Background: an optimization exercise with open tools, aiming at small area. Do not read the settings as production practice.
Only simulation tests tie the RTL to the original design; equivalence was not proved.
Power and IR drop assume default switching activity.

Design SemaforoDePrueba, start of the top module:
module SemaforoDePrueba(clk,rst,VSYNC, HSYNC, R, G, B,SensorA,SensorB,PasoA,PasoB);
input clk, rst;
input SensorA,SensorB,PasoA,PasoB;
output VSYNC, HSYNC;
output R, G, B;
reg [10:0] H;
reg [9:0] Y;
reg hs, vs;
wire [9:0] x = H[10:1];
wire hwrap = H[10] & H[9] & H[6] & H[0];    
wire hline = H[10] & H[8] & ~H[7] & ~H[6] & H[5] & ~H[4] & H[3] & ~H[2] & H[1] & H[0];   
wire ywrap = Y[9] & Y[4];                   
wire hset  = H[7] & H[6] & H[5] & H[3];
wire vclr  = Y[8] & Y[7] & Y[6] & Y[5] & ~Y[4] & Y[3] & Y[2] & Y[0];    
wire vset  = Y[0] & ~Y[2];
always @(posedge clk, posedge rst)
  if (rst) begin
    H <= 11'd0; Y <= 10'd0; hs <= 1'b1; vs <= 1'b1;
  end else begin
    H <= hwrap ? 11'd0 : H + 11'd1;
    if (hline) Y <= ywrap ? 10'd0 : Y + 10'd1;
    if (hline) hs <= 1'b0; else if (hset) hs <= 1'b1;
    if (vclr) vs <= 1'b0; else if (vset) vs <= 1'b1;
  end
assign HSYNC = hs;
assign VSYNC = vs;
localparam [14:0] T = 15'h77b9;
localparam [14:0] T1 = 15'h7bdc;
reg [1:0] p;
reg F;
reg [3:0] K;
reg [14:0] cnt;
reg digit;
reg [3:0] Kn;
wire isT = (cnt[14:8] == T[14:8]) && (cnt[6:0] == T[6:0]);   
wire [14:0] nx = {cnt[13:0], ~(cnt[14] ^ cnt[13])};
wire betw = (K == 4'd13);
wire betl = betw;
wire ext = F & (p[1] ? (~PasoB & SensorB & ~SensorA) : (~PasoA & SensorA));
always @* begin
  digit = 1'b0;
  case (K)
    4'd0: begin digit = 1'b1; Kn = 4'd15; end    
    4'd1: begin digit = 1'b1; Kn = 4'd0; end    
    4'd2: begin digit = 1'b1; Kn = 4'd1; end    
    4'd3: begin digit = 1'b1; Kn = 4'd2; end    
    4'd4: begin digit = 1'b1; Kn = 4'd3; end    
    4'd5: begin digit = 1'b1; Kn = 4'd4; end    
    4'd6: begin digit = 1'b1; Kn = 4'd5; end    
    4'd7: begin digit = 1'b1; Kn = 4'd6; end    
    4'd8: begin digit = 1'b1; Kn = 4'd7; end    
    4'd9: begin digit = 1'b1; Kn = 4'd8; end    
    4'd15: Kn = 4'd14;
    4'd14: Kn = 4'd13;
    4'd13: Kn = 4'd12;
    4'd12: Kn = 4'd11;
    default: Kn = p[0] ? 4'd1 : 4'd9;
  endcase
end
always @(posedge clk)
  cnt <= betw ? ((F & p[0]) ? T1 : T) : (isT ? 15'd0 : nx);
always @(posedge clk, posedge rst)
  if (rst) begin
    p <= 2'b11; F <= 1'b1; K <= 4'd13;
  end else begin
    if (~digit | isT) K <= Kn;
    if (betw) begin
      F <= p[0];
      if (p[0]) p <= {~p[1], 1'b0};
      else p[0] <= ~ext;
    end
  end
wire VA = ~betl & ~p[1] & ~p[0];
  ...
Size: ~11 I/O pins, ~0.0029 mm² of cells after synthesis.
==> flow/config.mk <==
export PLATFORM = sky130hd
export DESIGN_NAME = SemaforoDePrueba
export DESIGN_NICKNAME = SemaforoDePrueba
export VERILOG_FILES = /design/flow/design.v
export SDC_FILE = /design/flow/constraint.sdc
export NUM_CORES = 4
export LEC_CHECK = 0
export CAP_MARGIN = 10
export CORE_MARGIN = 2
export CORE_UTILIZATION = 70
export CTS_BUF_LIST = sky130_fd_sc_hd__clkbuf_4 sky130_fd_sc_hd__clkbuf_8
export SLEW_MARGIN = 10
==> flow/constraint.sdc <==
create_clock -name core_clock -period 10.0 [get_ports {clk}]
set_input_delay 2.0000 -clock core_clock [delete_from_list [all_inputs] [get_ports {clk}]]
set_output_delay 2.0000 -clock core_clock [all_outputs]
set_load 0.01 [all_outputs]
standard.sh (not shown) runs the stock make flow with config.mk's settings and CLKGATE_MAP_FILE= SYNTH_SCRIPT=/design/flow/synth_recipe.tcl, a recipe that flattens the netlist after the stock synthesis.
==> flow/flow/run.sh <==
#!/bin/bash
# Standard ORFS flow, with the combinational logic of the standard synthesis
# re-mapped for area by a stronger ABC script (registers are left untouched).
# Four ABC seeds run side by side; the smallest netlist that is proven equal
# to the standard one is laid out.
set -euo pipefail
HERE=$(pwd)
R=$HERE/orfs/results/$FLOW_PLATFORM/SemaforoDePrueba/base
LIBF=$FLOW_HOME/platforms/$FLOW_PLATFORM/lib/sky130_fd_sc_hd__tt_025C_1v80.lib
bash standard.sh synth > std_synth.log 2>&1
cp $R/1_2_yosys.v std_1_2_yosys.v
for S in 1 2 3 4; do
  sed "s/-S 1/-S $S/" flow/area.abc > area_$S.abc
  ( LIBF=$LIBF INV=$HERE/std_1_2_yosys.v ABCS=$HERE/area_$S.abc OUTV=$HERE/resynth_$S.v \
      yosys -c flow/resynth.tcl > resynth_$S.log 2>&1 || true ) &
done
wait
best=""; besta=""
for S in 1 2 3 4; do
  [[ -f resynth_$S.v ]] || continue
  if LIBF=$LIBF A=$HERE/std_1_2_yosys.v B=$HERE/resynth_$S.v yosys -c flow/eq.tcl > eq_$S.log 2>&1; then
    a=$(grep "Chip area" resynth_$S.log | tail -1 | awk '{print $NF}')
    echo "seed $S: area $a, proven equal" >> pick.log
    if [[ -z "$besta" ]] || awk "BEGIN{exit !($a < $besta)}"; then best=$S; besta=$a; fi
  else
    echo "seed $S: not proven equal" >> pick.log
  fi
done
if [[ -n "$best" ]]; then
  echo "using seed $best" >> pick.log
  cp resynth_$best.v $R/1_2_yosys.v
else
  echo "using the standard netlist" >> pick.log
fi
touch $R/1_2_yosys.v
BUFFER_PORTS_ARGS="-buffer_cell sky130_fd_sc_hd__buf_1" bash standard.sh finish > std_finish.log 2>&1
Other scripts of this flow, unchanged in this note and not shown: flow/flow/area.abc, flow/flow/eq.tcl, flow/flow/resynth.tcl
The baseline finished with timing, DRC and antenna clean.
Then changed:
Settings changed: CAP_MARGIN 10 to 20, CTS_BUF_LIST sky130_fd_sc_hd__clkbuf_4 sky130_fd_sc_hd__clkbuf_8 to sky130_fd_sc_hd__clkbuf_8, SLEW_MARGIN 10 to 20.
Outcome: Sequential share of layout area rises by 0.52 points. Area after synthesis fell by 1.5%. Die area is lower by 1.4%. Worst setup slack got worse by 0.39 ns. Core utilization goes down by 0.63 points. Maximum frequency falls by 6.2%. Sequential power is about the same. Register-to-register slack degrades by 1.0 ns. Critical path depth increases by 1.

port drivers added, routing unchanged:
The results above use ideal ports. As a check the final layouts listed here were re-extracted and re-timed, cells and wires unchanged.
Step 1, drivers: a clkbuf_16 drives clk and a buf_2 each remaining input, both assumed.
Step 2 adds t to the input delays and takes it off the output delays; t is the mean of the earliest and latest rising clock arrival at the registers after step 1. Input paths then give back, and output paths get back, about the clock's delay inside the block.
Three values: ideal, step 1, step 2; two values: the first two.
| run | t, ns | setup slack, ns | worst setup path at the end | latest minus earliest clock arrival (ns) |
|---|---|---|---|---|
| the first run | 0.321 | 4.162 / 4.133 / 4.454 | register to output | 0.010 / 0.010 |
| the second run | 0.340 | 3.773 / 3.741 / 4.081 | register to output | 0.006 / 0.005 |
After both steps setup and hold are still met in every run listed.
